Source: an optimization exercise on an open RTL-to-GDS flow (aim: small area, a short achievable clock period and few clock cycles). Production flows keep margins and buffers that such runs may drop.
In this exercise RTL edits were held to simulation tests only and were not proved equivalent to the original.
Power figures rest on the tool's default switching activity, not on a simulated workload.

run A:
==> flow/design.v <==
module sqrt
  #( parameter I_WIDTH = 16,
               F_WIDTH = 16)
  (input [I_WIDTH+F_WIDTH-1:0] N_in,
   output reg [I_WIDTH+F_WIDTH-1:0] out,
   input clk, rst, in_valid,
   output reg out_valid, ready
  );
  reg st_m, st_t, st_s, st_f;
  reg a_p, a_n, a_np;           
  reg b_n, b_p, b_xh, b_x;      
  reg [31:0] N;
  reg        nsmall;            
  reg [24:0] X;
  reg [31:0] P;                 
  reg [17:0] R_old;
  reg [24:0] approx;
  reg [31:0] approx_sq;
  always @ (*) begin
    if      (N_in > 32'h4000_0000) begin approx = 25'h000_0100; approx_sq = 32'h0000_0001; end
    else if (N_in > 32'h1000_0000) begin approx = 25'h000_0200; approx_sq = 32'h0000_0004; end
    else if (N_in > 32'h0400_0000) begin approx = 25'h000_0400; approx_sq = 32'h0000_0010; end
    else if (N_in > 32'h0100_0000) begin approx = 25'h000_0800; approx_sq = 32'h0000_0040; end
    else if (N_in > 32'h0040_0000) begin approx = 25'h000_1000; approx_sq = 32'h0000_0100; end
    else if (N_in > 32'h0010_0000) begin approx = 25'h000_2000; approx_sq = 32'h0000_0400; end
    else if (N_in > 32'h0004_0000) begin approx = 25'h000_4000; approx_sq = 32'h0000_1000; end
    else if (N_in > 32'h0001_0000) begin approx = 25'h000_8000; approx_sq = 32'h0000_4000; end
    else if (N_in > 32'h0000_4000) begin approx = 25'h001_0000; approx_sq = 32'h0001_0000; end
    else if (N_in > 32'h0000_1000) begin approx = 25'h002_0000; approx_sq = 32'h0004_0000; end
    else if (N_in > 32'h0000_0400) begin approx = 25'h004_0000; approx_sq = 32'h0010_0000; end
    else if (N_in > 32'h0000_0100) begin approx = 25'h008_0000; approx_sq = 32'h0040_0000; end
    else if (N_in > 32'h0000_0040) begin approx = 25'h010_0000; approx_sq = 32'h0100_0000; end
    else if (N_in > 32'h0000_0010) begin approx = 25'h020_0000; approx_sq = 32'h0400_0000; end
    else if (N_in > 32'h0000_0004) begin approx = 25'h040_0000; approx_sq = 32'h1000_0000; end
    else                           begin approx = 25'h080_0000; approx_sq = 32'h4000_0000; end
  end
  wire [31:0] R    = 32'h0003_0000 - P;
  wire        cont = (R <= {14'd0, R_old});
  wire        same = (P == {7'd0, X});
  wire [31:0] ma = ({32{a_p}}  & P)
                 | ({32{a_n}}  & N)
                 | ({32{a_np}} & {14'd0, ~P[17:0]});
  wire [24:0] mb = ({25{b_n}}  & N[24:0])
                 | ({25{b_p}}  & P[24:0])
                 | ({25{b_xh}} & {1'b0, X[24:1]})
                 | ({25{b_x}}  & X);
  wire [47:0] tcorr = a_np ? ({24'd0, X[24:1]} - {8'd0, X[24:1], 16'd0}) : 48'd0;
  wire [47:0] prod  = ma * mb + tcorr;
  wire fin = ~(st_m | st_t | st_s);    
  wire acc = fin & in_valid;
  always @ (posedge clk) begin
    if (st_m) P <= prod[47:16];
    if (st_t && cont) begin P <= prod[47:16]; R_old <= R[17:0]; end
    if (st_s) begin X <= P[24:0]; P <= prod[47:16]; end
    if (st_f) out <= prod[47:16];
    if (acc) begin
      N      <= N_in;
      nsmall <= (N_in[31:25] == 7'd0);
      X      <= approx;
      P      <= approx_sq;
      R_old  <= 18'h3_0000;
    end
  end
  reg nm, nt, ns, nf, nsm;
  always @ (*) begin
    nm = 1'b0; nt = 1'b0; ns = 1'b0; nf = 1'b0;
    nsm = nsmall;
    if (st_m) nt = 1'b1;
    if (st_t) begin if (cont) ns = 1'b1; else nf = 1'b1; end
    if (st_s) begin if (same) nf = 1'b1; else nm = 1'b1; end
    if (acc) begin
      nsm = (N_in[31:25] == 7'd0);
      if (N_in == 32'd0) nf = 1'b1; else nm = 1'b1;
    end
  end
  always @ (posedge clk) begin
    if (rst) begin
      st_m <= 1'b0; st_t <= 1'b0; st_s <= 1'b0; st_f <= 1'b0;
      a_p <= 1'b0; a_n <= 1'b0; a_np <= 1'b0;
      b_n <= 1'b0; b_p <= 1'b0; b_xh <= 1'b0; b_x <= 1'b0;
      ready     <= 1'b1;
      out_valid <= 1'b0;
    end else begin
      st_m <= nm; st_t <= nt; st_s <= ns; st_f <= nf;
      ready <= ~(nm | nt | ns);
      out_valid <= st_f;
      a_p  <= (nm & nsm) | ns;
      a_n  <= (nm & ~nsm) | nf;
      a_np <= nt;
      b_n  <= nm & nsm;
      b_p  <= (nm & ~nsm) | ns;
      b_xh <= nt;
      b_x  <= nf;
    end
  end
endmodule
==> flow/config.mk <==
export PLATFORM = sky130hd
export DESIGN_NAME = sqrt
export DESIGN_NICKNAME = sqrt
export VERILOG_FILES = /design/flow/design.v
export SDC_FILE = /design/flow/constraint.sdc
export NUM_CORES = 4
export LEC_CHECK = 0
export CAP_MARGIN = 20
export CORE_MARGIN = 2
export CORE_UTILIZATION = 40
export CTS_CLUSTER_DIAMETER = 60
export CTS_CLUSTER_SIZE = 20
export PLACE_DENSITY = 0.6
export SLEW_MARGIN = 20
==> flow/constraint.sdc <==
create_clock -name core_clock -period 30.0 [get_ports {clk}]
set_input_delay 6.0000 -clock core_clock [delete_from_list [all_inputs] [get_ports {clk}]]
set_output_delay 6.0000 -clock core_clock [all_outputs]
set_load 0.01 [all_outputs]
run.sh (not shown) runs the stock make flow with config.mk's settings and CLKGATE_MAP_FILE= SYNTH_SCRIPT=/design/flow/synth_recipe.tcl, a recipe that flattens the netlist after the stock synthesis.
Testbench counts of run A, summed over its fixed seeds: cycles 37,066.
The following lists how run B was set up differently from run A:
- changing SLEW_MARGIN from 20 to 60
- changing CAP_MARGIN from 20 to 50
Findings:
NOTE: cell count in run B exceeds that of run A. | highest achievable clock rate | run B vs run A | better |. Comparing run A and run B, the higher met2 wirelength from detailed routing was measured on run B. Diff run A -> run B: global-route usage comparable, design area now larger, power in combinational cells now larger. Run A | status: complete | timing, DRC, antenna: pass. Run B completed; timing, DRC and antenna clean.
Setup changes, run B to run C
- changing SLEW_MARGIN from 60 to 85
- changing CAP_MARGIN from 50 to 80
Between run B and run C, worst hold-check slack increased. Sum of net half-perimeters after detailed placement in run C vs run B: up 11%. Total length of routed met3 wires was lower in the run labelled run B. Taking run B as the reference, in run C reported sequential group power down about 17%; area growth from synthesis to final layout up 19 points. Diff run B -> run C | final instance area | up by more than 10%.

==> static timing again, ports no longer ideal <==
The flow's constraints put no driver on any port. The routed layouts listed below were extracted and timed again, unchanged, in two steps. Step 1 sets driving cells, clkbuf_16 on the clock port and buf_2 on the other inputs (assumed; they add their load-dependent delay and slew). Step 2 times the ports against the registers' clock, not the clock port: input delays grow and output delays shrink by t, the midpoint of the rising clock arrivals with the driver on. a / b / c = no drivers / after step 1 / after step 2; a / b = the first two.
| run | t (ns) | slack for setup (ns) | worst setup path after step 2 |
|---|---|---|---|
| run A | 0.483 | 20.395 / 20.395 / 20.161 | input to register |
| run B | 0.486 | 20.676 / 20.701 / 20.215 | input to register |
| run C | 0.491 | 15.692 / 15.692 / 15.692 | register to register |
After both steps every run listed still meets setup and hold. For run B, which loses most, drivers alone change the setup slack by +0.025 ns; drivers and shift together by -0.461 ns.
